This is an optimization exercise on Yosys and OpenROAD, whose aim is small area, not a production implementation.
Only the layout flow was run in this run; the RTL was not checked for function there.
Power and IR drop assume default switching activity.

### flow/constraint.sdc
create_clock -name core_clock -period 6.5 [get_ports {clk}]
set_input_delay 1.3000 -clock core_clock [delete_from_list [all_inputs] [get_ports {clk}]]
set_output_delay 1.3000 -clock core_clock [all_outputs]
set_load 0.01 [all_outputs]
### flow/run.sh
#!/bin/bash
# synth_recipe.tcl (not shown) runs the flow's synth.tcl, then flattens the netlist and writes it again
# the make line also repeats each setting of config.mk as NAME=value (left out here)
make -C /OpenROAD-flow-scripts/flow DESIGN_CONFIG=/design/flow/config.mk WORK_HOME=/design/flow/orfs CLKGATE_MAP_FILE= SYNTH_SCRIPT=/design/flow/synth_recipe.tcl finish
### flow/config.mk
export PLATFORM = sky130hd
export DESIGN_NAME = sys_mult
export DESIGN_NICKNAME = sys_mult
export VERILOG_FILES = /design/flow/design.v
export SDC_FILE = /design/flow/constraint.sdc
export NUM_CORES = 4
export LEC_CHECK = 0
export CAP_MARGIN = 20
export CORE_MARGIN = 2
export CORE_UTILIZATION = 40
export SLEW_MARGIN = 20
### flow/design.v
module PE (
    input      [7:0]  a,
    input      [7:0]  b,
    input             clk,
    input             rst,
    output reg [15:0] acc);
    wire p1 = a[0] & b[0];
    wire p2 = a[0] & b[1];
    wire p3 = a[0] & b[2];
    wire p4 = a[0] & b[3];
    wire p5 = a[0] & b[4];
    wire p6 = a[0] & b[5];
    wire p7 = a[0] & b[6];
    wire p8 = ~(a[0] & b[7]);
    wire p9 = a[1] & b[0];
    wire p10 = a[1] & b[1];
    wire p11 = a[1] & b[2];
    wire p12 = a[1] & b[3];
    wire p13 = a[1] & b[4];
    wire p14 = a[1] & b[5];
    wire p15 = a[1] & b[6];
    wire p16 = ~(a[1] & b[7]);
    wire p17 = a[2] & b[0];
    wire p18 = a[2] & b[1];
    wire p19 = a[2] & b[2];
    wire p20 = a[2] & b[3];
    wire p21 = a[2] & b[4];
    wire p22 = a[2] & b[5];
    wire p23 = a[2] & b[6];
    wire p24 = ~(a[2] & b[7]);
    wire p25 = a[3] & b[0];
    wire p26 = a[3] & b[1];
    wire p27 = a[3] & b[2];
    wire p28 = a[3] & b[3];
    wire p29 = a[3] & b[4];
    wire p30 = a[3] & b[5];
    wire p31 = a[3] & b[6];
    wire p32 = ~(a[3] & b[7]);
    wire p33 = a[4] & b[0];
    wire p34 = a[4] & b[1];
    wire p35 = a[4] & b[2];
    wire p36 = a[4] & b[3];
    wire p37 = a[4] & b[4];
    wire p38 = a[4] & b[5];
    wire p39 = a[4] & b[6];
    wire p40 = ~(a[4] & b[7]);
    wire p41 = a[5] & b[0];
    wire p42 = a[5] & b[1];
    wire p43 = a[5] & b[2];
    wire p44 = a[5] & b[3];
    wire p45 = a[5] & b[4];
    wire p46 = a[5] & b[5];
    wire p47 = a[5] & b[6];
    wire p48 = ~(a[5] & b[7]);
    wire p49 = a[6] & b[0];
    wire p50 = a[6] & b[1];
    wire p51 = a[6] & b[2];
    wire p52 = a[6] & b[3];
    wire p53 = a[6] & b[4];
    wire p54 = a[6] & b[5];
    wire p55 = a[6] & b[6];
    wire p56 = ~(a[6] & b[7]);
    wire p57 = ~(a[7] & b[0]);
    wire p58 = ~(a[7] & b[1]);
    wire p59 = ~(a[7] & b[2]);
    wire p60 = ~(a[7] & b[3]);
    wire p61 = ~(a[7] & b[4]);
    wire p62 = ~(a[7] & b[5]);
    wire p63 = ~(a[7] & b[6]);
    wire p64 = a[7] & b[7];
    wire s65 = acc[0] ^ p1;
    wire c66 = acc[0] & p1;
    wire s67 = acc[1] ^ p2 ^ p9;
    wire c68 = (acc[1] & p2) | (p9 & (acc[1] ^ p2));
    wire s69 = c66 ^ s67;
    wire c70 = c66 & s67;
    wire s71 = acc[2] ^ p10 ^ p17;
    wire c72 = (acc[2] & p10) | (p17 & (acc[2] ^ p10));
    wire s73 = p3 ^ c68 ^ s71;
    wire c74 = (p3 & c68) | (s71 & (p3 ^ c68));
    wire s75 = c70 ^ s73;
    wire c76 = c70 & s73;
    wire s77 = acc[3] ^ p11 ^ p18;
    wire c78 = (acc[3] & p11) | (p18 & (acc[3] ^ p11));
    wire s79 = p25 ^ p4 ^ c72;
    wire c80 = (p25 & p4) | (c72 & (p25 ^ p4));
    wire s81 = s77 ^ c74 ^ s79;
    wire c82 = (s77 & c74) | (s79 & (s77 ^ c74));
    wire s83 = c76 ^ s81;
    wire c84 = c76 & s81;
    wire s85 = acc[4] ^ p12 ^ p19;
    wire c86 = (acc[4] & p12) | (p19 & (acc[4] ^ p12));
    wire s87 = p26 ^ p33 ^ p5;
    wire c88 = (p26 & p33) | (p5 & (p26 ^ p33));
    wire s89 = c78 ^ s85 ^ s87;
    wire c90 = (c78 & s85) | (s87 & (c78 ^ s85));
    wire s91 = c80 ^ s89 ^ c82;
    wire c92 = (c80 & s89) | (c82 & (c80 ^ s89));
    wire s93 = c84 ^ s91;
    wire c94 = c84 & s91;
    wire s95 = acc[5] ^ p13 ^ p20;
    wire c96 = (acc[5] & p13) | (p20 & (acc[5] ^ p13));
    wire s97 = p27 ^ p34 ^ p41;
    wire c98 = (p27 & p34) | (p41 & (p27 ^ p34));
    wire s99 = p6 ^ c86 ^ c88;
    wire c100 = (p6 & c86) | (c88 & (p6 ^ c86));
    wire s101 = s95 ^ s97 ^ c90;
    wire c102 = (s95 & s97) | (c90 & (s95 ^ s97));
    wire s103 = s99 ^ s101 ^ c92;
    wire c104 = (s99 & s101) | (c92 & (s99 ^ s101));
    wire s105 = c94 ^ s103;
    wire c106 = c94 & s103;
    wire s107 = acc[6] ^ p14 ^ p21;
    wire c108 = (acc[6] & p14) | (p21 & (acc[6] ^ p14));
    wire s109 = p28 ^ p35 ^ p42;
    wire c110 = (p28 & p35) | (p42 & (p28 ^ p35));
    wire s111 = p49 ^ p7 ^ c96;
    wire c112 = (p49 & p7) | (c96 & (p49 ^ p7));
    wire s113 = c98 ^ s107 ^ s109;
    wire c114 = (c98 & s107) | (s109 & (c98 ^ s107));
    wire s115 = c100 ^ s111 ^ s113;
    wire c116 = (c100 & s111) | (s113 & (c100 ^ s111));
    wire s117 = c102 ^ s115 ^ c104;
    wire c118 = (c102 & s115) | (c104 & (c102 ^ s115));
    wire s119 = c106 ^ s117;
    wire c120 = c106 & s117;
    wire s121 = acc[7] ^ p15 ^ p22;
    wire c122 = (acc[7] & p15) | (p22 & (acc[7] ^ p15));
    wire s123 = p29 ^ p36 ^ p43;
    wire c124 = (p29 & p36) | (p43 & (p29 ^ p36));
    wire s125 = p50 ^ p57 ^ p8;
    wire c126 = (p50 & p57) | (p8 & (p50 ^ p57));
    wire s127 = c108 ^ c110 ^ s121;
    wire c128 = (c108 & c110) | (s121 & (c108 ^ c110));
    wire s129 = s123 ^ s125 ^ c112;
    wire c130 = (s123 & s125) | (c112 & (s123 ^ s125));
    wire s131 = c114 ^ s127 ^ s129;
    wire c132 = (c114 & s127) | (s129 & (c114 ^ s127));
    wire s133 = c116 ^ s131 ^ c118;
    wire c134 = (c116 & s131) | (c118 & (c116 ^ s131));
    wire s135 = c120 ^ s133;
    wire c136 = c120 & s133;
    wire s137 = 1'b1 ^ acc[8] ^ p16;
    wire c138 = (1'b1 & acc[8]) | (p16 & (1'b1 ^ acc[8]));
    wire s139 = p23 ^ p30 ^ p37;
    wire c140 = (p23 & p30) | (p37 & (p23 ^ p30));
    wire s141 = p44 ^ p51 ^ p58;
    wire c142 = (p44 & p51) | (p58 & (p44 ^ p51));
    wire s143 = c122 ^ c124 ^ c126;
    wire c144 = (c122 & c124) | (c126 & (c122 ^ c124));
    wire s145 = s137 ^ s139 ^ s141;
    wire c146 = (s137 & s139) | (s141 & (s137 ^ s139));
    wire s147 = c128 ^ s143 ^ s145;
    wire c148 = (c128 & s143) | (s145 & (c128 ^ s143));
    wire s149 = c130 ^ s147 ^ c132;
    wire c150 = (c130 & s147) | (c132 & (c130 ^ s147));
    wire s151 = s149 ^ c134 ^ c136;
    wire c152 = (s149 & c134) | (c136 & (s149 ^ c134));
    wire s153 = acc[9] ^ p24 ^ p31;
    wire c154 = (acc[9] & p24) | (p31 & (acc[9] ^ p24));
    wire s155 = p38 ^ p45 ^ p52;
    wire c156 = (p38 & p45) | (p52 & (p38 ^ p45));
    wire s157 = p59 ^ c138 ^ c140;
    wire c158 = (p59 & c138) | (c140 & (p59 ^ c138));
    wire s159 = c142 ^ s153 ^ s155;
    wire c160 = (c142 & s153) | (s155 & (c142 ^ s153));
    wire s161 = c144 ^ c146 ^ s157;
    wire c162 = (c144 & c146) | (s157 & (c144 ^ c146));
    wire s163 = s159 ^ c148 ^ s161;
    wire c164 = (s159 & c148) | (s161 & (s159 ^ c148));
    wire s165 = s163 ^ c150 ^ c152;
    wire c166 = (s163 & c150) | (c152 & (s163 ^ c150));
    wire s167 = acc[10] ^ p32 ^ p39;
    wire c168 = (acc[10] & p32) | (p39 & (acc[10] ^ p32));
    wire s169 = p46 ^ p53 ^ p60;
    wire c170 = (p46 & p53) | (p60 & (p46 ^ p53));
    wire s171 = c154 ^ c156 ^ s167;
    wire c172 = (c154 & c156) | (s167 & (c154 ^ c156));
    wire s173 = s169 ^ c158 ^ c160;
    wire c174 = (s169 & c158) | (c160 & (s169 ^ c158));
    wire s175 = s171 ^ c162 ^ s173;
    wire c176 = (s171 & c162) | (s173 & (s171 ^ c162));
    wire s177 = c164 ^ s175 ^ c166;
    wire c178 = (c164 & s175) | (c166 & (c164 ^ s175));
    wire s179 = acc[11] ^ p40 ^ p47;
    wire c180 = (acc[11] & p40) | (p47 & (acc[11] ^ p40));
    wire s181 = p54 ^ p61 ^ c168;
    wire c182 = (p54 & p61) | (c168 & (p54 ^ p61));
    wire s183 = c170 ^ s179 ^ c172;
    wire c184 = (c170 & s179) | (c172 & (c170 ^ s179));
    wire s185 = s181 ^ c174 ^ s183;
    wire c186 = (s181 & c174) | (s183 & (s181 ^ c174));
    wire s187 = c176 ^ s185 ^ c178;
    wire c188 = (c176 & s185) | (c178 & (c176 ^ s185));
    wire s189 = acc[12] ^ p48 ^ p55;
    wire c190 = (acc[12] & p48) | (p55 & (acc[12] ^ p48));
    wire s191 = p62 ^ c180 ^ s189;
    wire c192 = (p62 & c180) | (s189 & (p62 ^ c180));
    wire s193 = c182 ^ s191 ^ c184;
    wire c194 = (c182 & s191) | (c184 & (c182 ^ s191));
    wire s195 = c186 ^ s193 ^ c188;
    wire c196 = (c186 & s193) | (c188 & (c186 ^ s193));
    wire s197 = acc[13] ^ p56 ^ p63;
    wire c198 = (acc[13] & p56) | (p63 & (acc[13] ^ p56));
    wire s199 = c190 ^ s197 ^ c192;
    wire c200 = (c190 & s197) | (c192 & (c190 ^ s197));
    wire s201 = s199 ^ c194 ^ c196;
    wire c202 = (s199 & c194) | (c196 & (s199 ^ c194));
    wire s203 = acc[14] ^ p64 ^ c198;
    wire c204 = (acc[14] & p64) | (c198 & (acc[14] ^ p64));
    wire s205 = s203 ^ c200 ^ c202;
    wire c206 = (s203 & c200) | (c202 & (s203 ^ c200));
    wire x207 = 1'b1 ^ acc[15];
    wire x208 = x207 ^ c204;
    wire x209 = x208 ^ c206;
    wire [15:0] nxt = {x209, s205, s201, s195, s187, s177, s165, s151, s135, s119, s105, s93, s83, s75, s69, s65};
always @(posedge clk or posedge rst) begin
    if (rst)
        acc <= 16'd0;
    else
        acc <= nxt;
end
endmodule
module sys_mult (
    input  [31:0]  a_in,
    input  [31:0]  b_in,
    input          clk,
    input          rst,
    output [255:0] c_out);
reg [2:0] cnt;
always @(posedge clk or posedge rst) begin
    if (rst)
        cnt <= 3'd0;
    else if (cnt != 3'd7)
        cnt <= cnt + 3'd1;
end
wire [7:0] ga0 = (cnt < 3'd4) ? a_in[7:0]   : 8'd0;
wire [7:0] ga1 = (cnt < 3'd5) ? a_in[15:8]  : 8'd0;
wire [7:0] ga2 = (cnt < 3'd6) ? a_in[23:16] : 8'd0;
wire [7:0] ga3 = (cnt < 3'd7) ? a_in[31:24] : 8'd0;
reg [7:0] a0_1, a0_2, a0_3, a1_1, a1_2, a2_1;
reg [7:0] b0_1, b0_2, b0_3, b1_1, b1_2, b2_1;
always @(posedge clk) begin
    a0_1 <= ga0; a0_2 <= a0_1; a0_3 <= a0_2;
    a1_1 <= ga1; a1_2 <= a1_1;
    a2_1 <= ga2;
    b0_1 <= b_in[7:0];   b0_2 <= b0_1; b0_3 <= b0_2;
    b1_1 <= b_in[15:8];  b1_2 <= b1_1;
    b2_1 <= b_in[23:16];
end
wire [7:0] b0 = b_in[7:0], b1 = b_in[15:8], b2 = b_in[23:16], b3 = b_in[31:24];
PE PE_C11 (.a(ga0),  .b(b0),   .clk(clk), .rst(rst), .acc(c_out[16*0  +: 16]));
PE PE_C12 (.a(a0_1), .b(b1),   .clk(clk), .rst(rst), .acc(c_out[16*1  +: 16]));
PE PE_C13 (.a(a0_2), .b(b2),   .clk(clk), .rst(rst), .acc(c_out[16*2  +: 16]));
PE PE_C14 (.a(a0_3), .b(b3),   .clk(clk), .rst(rst), .acc(c_out[16*3  +: 16]));
PE PE_C21 (.a(ga1),  .b(b0_1), .clk(clk), .rst(rst), .acc(c_out[16*4  +: 16]));
PE PE_C22 (.a(ga1),  .b(b1),   .clk(clk), .rst(rst), .acc(c_out[16*5  +: 16]));
PE PE_C23 (.a(a1_1), .b(b2),   .clk(clk), .rst(rst), .acc(c_out[16*6  +: 16]));
PE PE_C24 (.a(a1_2), .b(b3),   .clk(clk), .rst(rst), .acc(c_out[16*7  +: 16]));
PE PE_C31 (.a(ga2),  .b(b0_2), .clk(clk), .rst(rst), .acc(c_out[16*8  +: 16]));
PE PE_C32 (.a(ga2),  .b(b1_1), .clk(clk), .rst(rst), .acc(c_out[16*9  +: 16]));
PE PE_C33 (.a(ga2),  .b(b2),   .clk(clk), .rst(rst), .acc(c_out[16*10 +: 16]));
PE PE_C34 (.a(a2_1), .b(b3),   .clk(clk), .rst(rst), .acc(c_out[16*11 +: 16]));
PE PE_C41 (.a(ga3),  .b(b0_3), .clk(clk), .rst(rst), .acc(c_out[16*12 +: 16]));
PE PE_C42 (.a(ga3),  .b(b1_2), .clk(clk), .rst(rst), .acc(c_out[16*13 +: 16]));
PE PE_C43 (.a(ga3),  .b(b2_1), .clk(clk), .rst(rst), .acc(c_out[16*14 +: 16]));
PE PE_C44 (.a(ga3),  .b(b3),   .clk(clk), .rst(rst), .acc(c_out[16*15 +: 16]));
endmodule
==> qor.txt <==
Routed Antenna Nets - 0
Unique masters post-synth - 22
Tightest Pin Transition - 0.961 ns
Post-DP HPWL - 87200 um
I/O pin total - 322
Synth top area share - 0.496
Clock Pin Slew Worst Setup and Hold Paths - 0.06 ns
Worst setup SP type - primary input
H-tree Lvls - 2
PwrDens - 334 nW/um^2
Synth Register Bits - 355
GRT Util Overall - 0.226
Vias/cell - 4.81
top post-synthesis cells by count - 992 x fa_1, 813 x inv_1, 460 x and2_1
largest net degree at the start of global routing - 145
antenna violations before repair - 3
R2R Path End - PE_C31.acc[15]
final clock skew - 0.0155 ns
drt pass-1 iters - 5
worst ir drop on vdd - 0.273 mV
final WL - 109000 um
critical hold path startpoint - a0_1[0]
DR iter-0 viols - 1216
CTS buffer count - 49
Chip Width - 320 um
Placeable Area - 99700 um^2
post-route DRC violation count - 0
hold endpoint - a0_2[0]
reg2reg setup slack - -0.48 ns
crit share post-route - 1.10
ys async rst share - 0.730
Data required, critical path - 7.02 ns
cells after synthesis - 3550
Leakage - 22.7 nW
gpl congestion - 0.857
Syn Area/Cell - 11.3 um^2
Final Power - 17.0 mW
fin nets - 5379
Slew Viols, Final - 0
die area - 103000 um^2
RSZ-0062 raised after global routing - yes
Final Hold Viols - 0
Port Buffer Count - 321
cell with the most instances after synthesis - fa_1
hold-fix buffers at CTS - 0
Top FF cell, synth - dfrtp_1
worst slack, placed - -1.85 ns
crit end category - flop
CTS tree - built
via count - 26500
Die Y-Extent - 320 um
Clk Latency, worst-skew pair - 0.64 ns
largest cells by area after synthesis - fa_1 50%, dfrtp_1 16%, inv_1 7.6%, and2_1 7.2%, dfxtp_1 4.8%
area leader, netlist - fa_1
final worst slack - -0.651 ns
Ys Warns - 2
SO Viols - negative setup slack
Setup Viol. Count Final - 36
post-synth net total - 4754
CTS Root Cell - clkbuf_16
max_cap viols - 0
layout cell share with drive strength beyond 1 - 0.206
global route overflow - 0
clk sinks - 355
r2r startpoint - cnt[2]
outcome - finished with violations
# diodes - 0
hold crit path type - reg -> reg
Crit Path Category - in -> reg
sequential-to-total area share from yosys stat - 0.210
first-pass GRT wire length - 177000 um
WL/cell - 19.8 um
Initial Util - 0.402
number of global-route vias before repair - 30700
Crit Path Max Fanout - 4
area grow syn2layout - 27.2%
Worst Hold Path Cells - 0
Peak Freq - 140 MHz
worst-case clock buffer depth - 3
worst relative slew slack - 0.359
Row Count - 116
crit path time final - 7.15 ns
critical path arrival - 7.67 ns
Post-synth EDFFs - 0
Mapped Area - 40100 um^2
reg2reg path depth - 25
==> final cells by class <==
cell class,instances,area [um^2]
Sequential cell,355,8410
Clock inverter,22,352
Inverter,813,3060
Clock buffer,70,1490
Multi-Input combinational cell,2231,29000
Fill cell,8940,48800
Timing Repair Buffer,725,7020
Tap cell,1298,1620
==> critical path, stage by stage <==
cell and delay, ns:
buf_8 0.10, a21boi_4 0.15, buf_6 0.13, buf_6 0.10, and2_4 0.15, fa_2 0.53
inv_2 0.04, fa_2 0.35, fa_2 0.37, fa_2 0.35, fa_2 0.36, fa_2 0.35
fa_1 0.49, inv_1 0.04, ha_2 0.17, fa_2 0.33, fa_2 0.35, fa_2 0.35
fa_2 0.35, fa_2 0.34, fa_2 0.34, fa_2 0.34, xor2_1 0.15, xnor2_1 0.13
==> metrics by stage <==
| step | instances | util | area, um^2 | hold WS (ns) | TNS (ns) |
|---|---|---|---|---|---|
| after global placement | 5338 | 0.480 | 47900 | 0.413 | -73.94 |
| after floorplan | 3550 | - | 40900 | 0.329 | -26.07 |
| after CTS | 5505 | 0.509 | 50800 | 0.425 | -14.55 |
| after global routing | 5514 | 0.511 | 50900 | 0.447 | -16.87 |
| after detailed placement | 5338 | 0.480 | 47900 | 0.413 | -76.39 |
| final | 5514 | 0.511 | 50900 | 0.428 | -11.70 |
==> cells by family after synthesis <==
logic type | count (synthesis) | synth area share
mux | 2 | 0.000562
fa+ha+maj | 1138 | 0.541
simple gates | 1049 | 0.148
buf+inv | 964 | 0.0909
xor+xnor | 33 | 0.00722
flops | 355 | 0.210
compound gates | 9 | 0.00181
==> sequential cells by signal, indices dropped and copies added, names as in the netlist, 16 cells and up <==
register and count:
PE_C11.acc 16, PE_C12.acc 16, PE_C13.acc 16, PE_C14.acc 16, PE_C21.acc 16, PE_C22.acc 16
PE_C23.acc 16, PE_C24.acc 16, PE_C31.acc 16, PE_C32.acc 16, PE_C33.acc 16, PE_C34.acc 16
PE_C41.acc 16, PE_C42.acc 16, PE_C43.acc 16, PE_C44.acc 16
==> where the power goes <==
part	internal, mW	leakage (nW)	total [mW]	switching, mW
Sequential	3.21	3.80	4.12	0.906
Combinational	4.85	18.0	9.81	4.97
Clock	1.95	0.904	3.10	1.15
Total	10.0	22.7	17.0	7.02
==> per-layer routing <==
| layer | GRT usage | vias up | share of wire |
|---|---|---|---|
| met1 | 0.306 | 14100 | 0.42 |
| li1 | - | 11600 | - |
| met2 | 0.372 | 664 | 0.49 |
| met5 | 0 | - | 0.00012 |
| met4 | 0.0664 | 2 | 0.030 |
| met3 | 0.0420 | 148 | 0.060 |
==> how the worst max path moves through the flow <==
| stage | start | to | depth (start not counted) |
|---|---|---|---|
| floorplan | a_in[18] | PE_C32.acc[15] | 22 |
| global placement | a_in[18] | PE_C32.acc[15] | 22 |
| detailed placement | a_in[17] | PE_C31.acc[15] | 24 |
| CTS | a_in[26] | PE_C41.acc[15] | 22 |
| global route | a_in[17] | PE_C31.acc[15] | 24 |
| finish | a_in[17] | PE_C31.acc[15] | 24 |
==> layout by cell type (no fill, tap or decap), drive strengths merged, types with 4 or more instances in the layout <==
cell,netlist,routed
xnor2,17,17
nor2b,11,11
dfrtp,259,259
a21boi,8,8
nand2,188,188
inv,813,813
xor2,16,16
nand3,129,129
bufinv,0,9
and2,460,460
clkbuf,123,76
dlygate4sd2,0,10
buf,28,418
clkdlybuf4s15,0,7
clkinv,0,10
ha,146,146
fa,992,992
and3,256,256
dfxtp,96,96
clkdlybuf4s50,0,278
bufbuf,0,4
and2b,5,5
==> repair_timing <==
item | in CTS | in global routing
gates resized for setup | 263 | 74
pin swaps | 98 | 76
setup endpoints to repair | 51 | 47
setup buffers | 72 | 18
cloned | 4 | 1

-- what the ideal ports hide --
No port has a modelled driver above. Below, the same layout with a new extraction and two added sets of constraints. Step 1 assumes that a clkbuf_16 drives the clock port and a buf_2 every other input. Step 2, shift: input delay + t, output delay - t, t = (earliest + latest rising clock arrival at the registers) / 2. This alone moves slack from input paths to output paths. Slacks: no drivers / after step 1 / after step 2; pairs: no drivers / after step 1.
shift t [ns]: 0.698
setup WS [ns]: -0.651 / -0.625 / -1.323
slew at the worst register clock pin (ns): 0.06 / 0.06
pins driven straight from the clock port: 1
The setup slack of this run moves by +0.026 ns with the drivers and by -0.672 ns with both steps.
